This design comes from an exercise in tuning for a short achievable clock period and few clock cycles per item on the open sky130 flow, not from production work. Only simulation tests tie the RTL to the original design; equivalence was not proved. Power and IR drop assume default switching activity.

**config.mk**
```make
export PLATFORM = sky130hd
export DESIGN_NAME = spu
export DESIGN_NICKNAME = spu
export VERILOG_FILES = /design/flow/design.v
export SDC_FILE = /design/flow/constraint.sdc
export NUM_CORES = 4
export LEC_CHECK = 0
export CAP_MARGIN = 20
export CORE_MARGIN = 2
export CORE_UTILIZATION = 40
export SLEW_MARGIN = 20
```
**design.v**
```verilog
module reg_file #(
parameter  DEPTH = 16,
parameter  ADDR = 4,     
parameter  WIDTH = 16)
( 
input     rst,
input     clk,
input     w_en,                    
input     [ADDR-1:0]    w_addr,    
input     r1_en,                   
input     r2_en,                   
input     [ADDR-1:0]    r1_addr,   
input     [ADDR-1:0]    r2_addr,   
input     [WIDTH-1:0]   w_data,    
output    [WIDTH-1:0]   r1_data,   
output    [WIDTH-1:0]   r2_data    
);
reg [WIDTH-1:0]    rf[0:DEPTH-1];
assign  r1_data = (r1_en) ? rf[r1_addr] : {(WIDTH){1'b0}};
assign  r2_data = (r2_en) ? rf[r2_addr] : {(WIDTH){1'b0}};
always@(posedge clk or posedge rst)
begin: rf_block
  integer i;
  if(rst)
     for(i=0; i<DEPTH; i=i+1)        
           rf[i] <= {(WIDTH){1'b0}};
  else if(w_en)
           rf[w_addr] <= w_data;
end
endmodule
module spu_datapath(
input clk,
input rst,
input rf_s1,
input rf_s0,
input  [3:0] rf_w_addr,   
input  rf_w_wr,           
input  [3:0] rf_rp_addr,  
input  rf_rp_rd,          
input  [3:0] rf_rq_addr,  
input  rf_rq_rd,          
input  [7:0] rf_w_data,   
input  alu_s1 ,
input  alu_s0 , 
input  [15:0] dm_r_data,  
output [15:0] dm_w_data,   
output rf_rp_zero
);
reg    [15:0] mux_out;     
wire   [15:0] rf_rp_data;   
wire   [15:0] rf_rq_data;   
reg    [15:0] alu_out;      
always@(*)begin
  case({rf_s1,rf_s0})
  2'd0: mux_out = alu_out;
  2'd1: mux_out = dm_r_data;
  2'd2: mux_out = rf_w_data;
  default : mux_out = 16'd0;
  endcase
end
assign dm_w_data = rf_rp_data;
assign rf_rp_zero = (rf_rp_data == 16'd0)?1:0;  
reg_file #(
 .DEPTH(16),
 .ADDR(4),
 .WIDTH(16))
rf(.rst(rst),
   .clk(clk),
   .w_en(rf_w_wr),         
   .w_addr(rf_w_addr),     
   .r1_en(rf_rp_rd),       
   .r2_en(rf_rq_rd),       
   .r1_addr(rf_rp_addr),   
   .r2_addr(rf_rq_addr),   
   .w_data(mux_out),       
   .r1_data(rf_rp_data),   
   .r2_data(rf_rq_data)    
);
always@(*)         
begin
  case({alu_s1,alu_s0})
  2'd0: alu_out = rf_rp_data;
  2'd1: alu_out = rf_rp_data + rf_rq_data;
  2'd2: alu_out = rf_rp_data - rf_rq_data;
  default: alu_out = 16'd0;
  endcase
end
endmodule
module spu_ctrl(
input   clk,
input   rst,
input   start,                  
output  reg stop,               
input   [15:0] im_r_data,       
output  [7:0]  im_addr,         
output  reg im_rd,              
input   rf_rp_zero,
output  [7:0] dm_addr,          
output  reg dm_rd,              
output  reg dm_wr,              
output  reg rf_s1,
output  reg rf_s0,
output  reg [7:0] rf_w_data,
output  reg [3:0] rf_w_addr,    
output  reg rf_w_wr,            
output  reg [3:0] rf_rp_addr,   
output  reg rf_rp_rd,           
output  reg [3:0] rf_rq_addr,   
output  reg rf_rq_rd,           
output  reg alu_s1,
output  reg alu_s0
);
parameter [3:0]  INIT   = 4'd0, 
                 FETCH  = 4'd1,
		           DECODE = 4'd2,
		           LOAD   = 4'd3,
		           STORE  = 4'd4,
                 ADD    = 4'd5,
                 STOP   = 4'd6,
                 ADDI   = 4'd7,
                 SUB    = 4'd8,
                 LDC    = 4'd9,
                 JMPZ   = 4'd10;
parameter [3:0]  OP_LOAD  = 4'd0,
                 OP_STORE = 4'd1,
	              OP_ADD   = 4'd2,
                 OP_LDC   = 4'd3,
                 OP_ADDI  = 4'd4,
                 OP_SUB   = 4'd5,
                 OP_JMPZ  = 4'd6,
	              OP_STOP  = 4'd15;				  
reg [7:0] pc;     
reg pc_inc;
reg pc_clr;
reg pc_ld;
reg [15:0] ir;     
reg ir_ld;
reg [3:0] cs, ns;   
wire [3:0] ra, rb, rc;   
wire [3:0] op;           
wire [7:0] pc_jmpz;     
assign im_addr = pc;
assign op = ir[15:12];
assign ra = ir[11:8];
assign rb = ir[7:4];
assign rc = ir[3:0];
assign dm_addr = ir[7:0];
assign pc_jmpz = pc + ir[7:0];
always@(posedge clk or posedge rst)
begin
  if(rst)
     pc <= 8'd0;
  else if(pc_clr)
     pc <= 8'd0;
  else if(pc_ld)
     pc <= pc_jmpz;
  else if(pc_inc)
     pc <= (pc + 8'd1);
end
always@(posedge clk or posedge rst)
begin
  if(rst)
     ir <= 16'd0;
  else if(ir_ld)
     ir <= im_r_data;
end
always@(posedge clk or posedge rst)
begin
  if(rst)
     cs <= INIT;
  else 
     cs <= ns;
end
always@(*)
begin
  case(cs)
  INIT:    if(start)
              ns = FETCH;
			  else
			     ns = INIT;
  FETCH:   ns = DECODE;
  DECODE:  case(op)
           OP_LOAD:  ns = LOAD;
			  OP_STORE: ns = STORE;
			  OP_ADD:   ns = ADD;
           OP_LDC:   ns = LDC;
           OP_SUB:   ns = SUB;
           OP_JMPZ:  ns = JMPZ;
			  OP_STOP:  ns = STOP; 
           default:  ns = INIT;
			  endcase
  LOAD:    ns = FETCH;
  STORE:   ns = FETCH;
  ADD:     ns = FETCH;
  LDC:     ns = FETCH;
  SUB:     ns = FETCH;
  JMPZ:    ns = FETCH;
  STOP:    ns = INIT;
  default: ns = INIT;
  endcase
end
always@(*)
begin
  im_rd = 1'b0;
  pc_clr = 1'b0;
  pc_inc = 1'b0;
  pc_ld  = 1'b0;
  ir_ld = 1'b0;  
  dm_rd = 1'b0;
  dm_wr = 1'b0;
  rf_s1 = 1'b0;
  rf_s0 = 1'b0;
  rf_w_data = 8'd0;
  rf_w_addr  = 4'd0;
  rf_w_wr = 1'b0;
  rf_rp_addr = 4'd0;
  rf_rp_rd = 1'b0;  
  rf_rq_addr = 4'd0;
  rf_rq_rd = 1'b0;  
  alu_s1 = 1'b0;
  alu_s0 = 1'b0;
  stop = 1'b0; 
  case(cs)
  INIT:    begin
             pc_clr = 1'b1;  
           end
  FETCH:   begin
             im_rd  = 1'b1;
				 ir_ld  = 1'b1;
			    pc_inc = 1'b1;  
           end
  LOAD:    begin
             dm_rd = 1'b1;
			    rf_s1 = 1'b0;
             rf_s0 = 1'b1; 
			    rf_w_addr = ra;
			    rf_w_wr = 1'b1;			  
           end
  STORE:   begin
             dm_wr = 1'b1; 
			    rf_rp_addr = ra;
			    rf_rp_rd = 1'b1;			  
           end
  ADD:     begin           
			    rf_rp_addr = rb;
			    rf_rp_rd = 1'b1;
             rf_s1 = 1'b0;
             rf_s0 = 1'b0;
			    rf_rq_addr = rc;
			    rf_rq_rd = 1'b1;
			    rf_w_addr = ra;
			    rf_w_wr = 1'b1;
	          alu_s1 = 1'b0;
	          alu_s0 = 1'b1;		  
           end
   SUB:     begin
             rf_rp_addr = rb;
             rf_rp_rd = 1'b1;
             rf_s1 = 1'b0;
             rf_s0 = 1'b0;
             rf_rq_addr = rc;
             rf_rq_rd = 1'b1;
             rf_w_addr = ra;
             rf_w_wr =1'b1;
             alu_s1 = 1'b1;
             alu_s0 = 1'b0;
            end
  LDC:     begin
             rf_s1 = 1'b1;
             rf_s0 = 1'b0;
             rf_w_data = ir[7:0];
             rf_w_addr = ra;
             rf_w_wr = 1'b1;
           end
  JMPZ:    begin
             rf_rp_addr = ra;
             rf_rp_rd = 1'b1;
             pc_ld = rf_rp_zero;
           end
  STOP:    begin
             stop = 1'b1;  
           end
  default: begin
             im_rd = 1'b0;
             pc_clr = 1'b0;
             pc_inc = 1'b0;
             pc_ld  = 1'b0;
             ir_ld = 1'b0;  
             dm_rd = 1'b0;
             dm_wr = 1'b0;
             rf_s1 = 1'b0;
             rf_s0 = 1'b0;
             rf_w_data  = 8'd0;
             rf_w_addr  = 4'd0;
             rf_w_wr = 1'b0;
             rf_rp_addr = 4'd0;
             rf_rp_rd = 1'b0;  
             rf_rq_addr = 4'd0;
             rf_rq_rd = 1'b0;  
             alu_s1 = 1'b0;
             alu_s0 = 1'b0;
             stop = 1'b0;
			  end
  endcase
end
endmodule
module spu(
input  clk,
input  rst,
input  start,                   
output stop,                    
input   [15:0] im_r_data,       
output  [7:0]  im_addr,         
output  im_rd,                  
output  [7:0] dm_addr,          
output  dm_rd,                  
output  dm_wr,                  
input  [15:0] dm_r_data,        
output [15:0] dm_w_data         
);
wire rf_s1;
wire rf_s0;
wire [7:0] rf_w_data;
wire [3:0] rf_w_addr;    
wire rf_w_wr;            
wire [3:0] rf_rp_addr;   
wire rf_rp_rd;           
wire [3:0] rf_rq_addr;   
wire rf_rq_rd;           
wire rf_rp_zero;
wire alu_s1;
wire alu_s0;
spu_ctrl c1(.clk(clk),
            .rst(rst),
            .start(start),             
            .stop(stop),               
            .im_r_data(im_r_data),     
            .im_addr(im_addr),         
            .im_rd(im_rd),             
            .dm_addr(dm_addr),         
            .dm_rd(dm_rd),             
            .dm_wr(dm_wr),             
            .rf_s1(rf_s1),
            .rf_s0(rf_s0),
            .rf_w_data(rf_w_data),
            .rf_w_addr(rf_w_addr),     
            .rf_w_wr(rf_w_wr),         
            .rf_rp_addr(rf_rp_addr),   
            .rf_rp_rd(rf_rp_rd),       
            .rf_rq_addr(rf_rq_addr),   
            .rf_rq_rd(rf_rq_rd),       
            .rf_rp_zero(rf_rp_zero),
            .alu_s1(alu_s1),
            .alu_s0(alu_s0)
);
spu_datapath d1(.clk(clk),
                .rst(rst),
                .rf_s1(rf_s1),
                .rf_s0(rf_s0),
                .rf_w_data(rf_w_data),
                .rf_w_addr(rf_w_addr),       
                .rf_w_wr(rf_w_wr),           
                .rf_rp_addr(rf_rp_addr),     
                .rf_rp_rd(rf_rp_rd),         
                .rf_rq_addr(rf_rq_addr),     
                .rf_rq_rd(rf_rq_rd),         
                .rf_rp_zero(rf_rp_zero),
                .alu_s1(alu_s1),
                .alu_s0(alu_s0),
                .dm_r_data(dm_r_data),       
                .dm_w_data(dm_w_data)        
);
endmodule
```
**run.sh**
```bash
#!/bin/bash
# synth_recipe.tcl (not shown) runs the flow's synth.tcl, then flattens the netlist and writes it again
# the make line also repeats each setting of config.mk as NAME=value (left out here)
make -C /OpenROAD-flow-scripts/flow DESIGN_CONFIG=/design/flow/config.mk WORK_HOME=/design/flow/orfs CLKGATE_MAP_FILE= SYNTH_SCRIPT=/design/flow/synth_recipe.tcl finish
```
**constraint.sdc**
```tcl
create_clock -name core_clock -period 10.0 [get_ports {clk}]
set_input_delay 2.0000 -clock core_clock [delete_from_list [all_inputs] [get_ports {clk}]]
set_output_delay 2.0000 -clock core_clock [all_outputs]
set_load 0.01 [all_outputs]
```
==> flow_metrics.tcl <==
set metrics [dict create \
    path_max_fanout 27 \
    period_minus_slack_ns 7.96 \
    synth.area.mux_share_pct 1.55 \
    worstSetupStartpointType "flip-flop" \
    initial_core_util_pct 40.6 \
    grt_antenna_before_repair 0 \
    synth_fa_ha_area_share_pct 2.27 \
    status "timing/DRC/antenna clean" \
    netlist_top_cells_count "nor2_1 (353), dfrtp_1 (284), a21oi_1 (282), clkbuf_1 (110), a22oi_1 (108)" \
    hold_buffers 0 \
    grt_max_degree 177 \
    globalplace.congestion 0.964 \
    coreArea_mm2 0.0397 \
    leakage_uw 0.00701 \
    hold_violations 0 \
    first_pass_iters 9 \
    n_antenna_cell 0 \
    cts_tree "done" \
    dieArea_mm2 0.0419 \
    power.density_mw_per_mm2 329 \
    ios 71 \
    gr-usage-all-layers_pct 31.5 \
    ys.flop_type "dfrtp_1" \
    crit_top_cell "buf_4" \
    avgSynthCellArea_um2 8.86 \
    path_clk_slew_ns 0.06 \
    drc 0 \
    area_delta_synth_final_pct 14.4 \
    cts_sinks 284 \
    yosysWarnings 4 \
    fmax_mhz 126 \
    hold_depth 1 \
    rr_worst_depth 27 \
    synth_top_area_cell "dfrtp_1" \
    synthXorXnorAreaFrac_pct 1.85 \
    worst_pin_slew_ns 1.10 \
    post_cts_resized 0 \
    placed_cell_area_mm2 0.0174 \
    drt-wirelength-per-cell_um 27.9 \
    h-tree-depth 1 \
    rows 73 \
    yosysUniqueCellTypes 80 \
    fillers 3739 \
    synth_top_area_share_pct 44.1 \
    whs_ns 0.508 \
    synth_top_family_by_area "compound AO/OA/AOI/OAI gates" \
    rsz0062_at_grt "false" \
    setup_violations 0 \
    grt_pass1_wl_um 98100 \
    clock_path_buffers 3 \
    cp_data_arrival_time_ns 5.96 \
    worst-setup-path-type "flip-flop to output port" \
    critPathBufInv 4 \
    dpl.hpwl_um 43200 \
    synth_nets 1882 \
    via_per_inst 6.55 \
    cts_root_buf "clkbuf_16" \
    nets 1896 \
    grt.overflow.total 0 \
    drive_above_1_share_pct 11.4 \
    max_stage_delay_ns 0.71 \
    die_h_um 205 \
    synthTopCellsByArea "dfrtp_1 (44%), a21oi_1 (8.8%), nor2_1 (8.2%)" \
    fp.dieW_um 205 \
    ys_seq_area_share_pct 44.1 \
    antenna_left 0 \
    routed_wl_um 66600 \
    postCtsSetupRepairBufs 0 \
    seq_area_mm2 0.00711 \
    dr_total_vias 15600 \
    cp-end-kind "output port" \
    multi_input_area_mm2 0.00828 \
    synthCells 1819 \
    synth_compound_area_share_pct 28.3 \
    post-synth-top-count-cell "nor2_1" \
    synth_edf_count 0 \
    fin_area_mm2 0.0184 \
    dp.cells 2325 \
    synthSimpleGateAreaFrac_pct 16.5 \
    cp_cell_sequence "nand2b_1, or3_1, ha_2, inv_1, buf_4, and3_1, a21o_1, buf_4, a22oi_1, o21ai_0, nor4_1, a211oi_1, clkdlybuf4s50_1" \
    synth-async-reset-ratio_pct 100 \
    max_slew_margin_pct 26.6 \
    io_buffers 70 \
    drt-initial-drc-count 2199 \
    min_period_over_period_pct 79.6 \
    insertion_delay_ns 0.59 \
    worstPathRequired_ns 8.00 \
    ir_drop_mv 0.148 \
    cts_made_buffers 31 \
    first_global_vias 15000 \
    worstSetupPathDepth 13 \
    synth_seq_cells 284 \
    synth_area_mm2 0.0161 \
    fin_cells 2382 \
    finalClockSkew_ns 0.0123 \
    drv_cap 0 \
    crit_family "buffers and inverters" \
    slew_violations 0 \
    setup_tns_ns 0 \
    min_path_type "flip-flop to flip-flop" \
    slowest_stage "a211oi_1" \
]
[layout make-up]
type | count | share of cell area [%]
multi-input combinational | 1345 | 44.9
clock buffer | 46 | 5.00
clock inverter | 11 | 0.618
sequential | 284 | 38.6
inverter | 32 | 0.692
timing repair buffer | 139 | 6.68
tap | 525 | 3.56
[registers in the layout (all words and copies together) (netlist names)]
| name | cells |
|---|---|
| c1.cs | 4 |
| c1.ir | 16 |
| c1.pc | 8 |
| d1.rf.rf | 256 |
[worst paths after layout]
| check | from | end | slack, ns |
|---|---|---|---|
| worst max-delay path | c1.cs[2]$_DFF_PP0_ | dm_w_data[8] | 2.04 |
| worst min-delay path | c1.ir[0]$_DFFE_PP0P_ | c1.ir[0]$_DFFE_PP0P_ | 0.51 |
| worst max register to register | c1.cs[1]$_DFF_PP0_ | d1.rf.rf[6][14]$_DFFE_PP0P_ | 2.22 |
| min in group asynchronous | rst | d1.rf.rf[14][4]$_DFFE_PP0P_ | 1.95 |
| worst min register to register | c1.ir[0]$_DFFE_PP0P_ | c1.ir[0]$_DFFE_PP0P_ | 0.51 |
| max in group asynchronous | rst | c1.ir[11]$_DFFE_PP0P_ | 6.57 |
[through the flow]
step	total power (uW)	worst slack [ns]	util [%]
2_1_floorplan	3920	0.164	-
3_3_place_gp	4760	2.29	43.8
3_5_place_dp	4820	2.56	43.8
4_1_cts	6000	2.25	46.4
5_1_grt	6410	1.89	46.4
6_report	6060	2.04	46.4
[placed cells by master, fill, tap and decap left out, types with 15 or more instances in the layout]
cell type / instances
ha_1: 25
xnor2_1: 25
nand4_1: 27
inv_1: 30
o21ai_0: 35
nor2_1: 340
a21oi_1: 281
clkdlybuf4s50_1: 70
a221oi_1: 20
a31oi_1: 28
nand2_1: 55
o221a_2: 15
dfrtp_1: 284
clkbuf_16: 31
a22oi_1: 108
nand3_1: 48
a22o_1: 27
buf_4: 68
a222oi_1: 46
[per-layer routing]
metal | routed length [um] | part of all wire (%) | vias up | GRT usage (%)
met2 | 28000 | 42 | 1139 | 46.8
met4 | 4840 | 7.3 | 0 | 20.1
met5 | 0 | 0 | - | 0
met3 | 7970 | 12 | 296 | 7.22
li1 | - | - | 6770 | -
met1 | 25700 | 39 | 7407 | 41.2
[power breakdown]
group,internal [uW],switching [uW],total [uW]
registers,1630,546,2180
clock network,685,490,1180
logic,1100,1610,2710
total,3420,2640,6060
[worst register-to-register path, cell delays in order, from the launching register on]
cell and delay (ns):
dfrtp_1 0.47, nand2b_1 0.22, nor2_1 0.10, inv_1 0.09
ha_2 0.59, buf_4 0.46, nand2b_1 0.26, o311a_1 0.74
nor2_1 0.35, a21o_1 0.26, nor4_1 0.46, a21oi_1 0.20
and2_4 0.20, inv_1 0.05, ha_1 0.15, inv_1 0.06
fa_1 0.44, a21o_1 0.18, a21oi_1 0.21, o21bai_1 0.09
a21oi_1 0.22, o21bai_1 0.13, a211oi_1 0.30, o31ai_1 0.12
a21oi_1 0.19, xnor2_1 0.12, a311oi_4 0.80, a21oi_1 0.16
[cells by family after synthesis]
family / Yosys count
flops: 284
mux: 20
compound gates: 671
xor+xnor: 34
fa+ha+maj: 28
buf+inv: 190
simple gates: 592
Testbench counts, summed over its fixed seeds: cycles 70,176, instructions 23,328.

-- separate check: timing with driven ports --
No port has a modelled driver above. Below, the same layout with a new extraction and two added sets of constraints. Step 1 sets driving cells, clkbuf_16 on the clock port and buf_2 on the other inputs (assumed; they add their load-dependent delay and slew). Step 2 also shifts input and output timing later by t, the mid clock arrival at the registers, as if the neighbouring blocks saw the same clock. Three values: ideal ports, drivers, drivers and shift; two values: the first two.
t, ns: 0.638
slack for setup (ns): 2.044 / 1.989 / 2.216
worst setup path after step 2: register to register
worst slew at a driven data input, ns: 0.06
After both steps this run still meets setup and hold. The setup slack of this run moves by -0.055 ns with the drivers and by +0.172 ns with both steps.
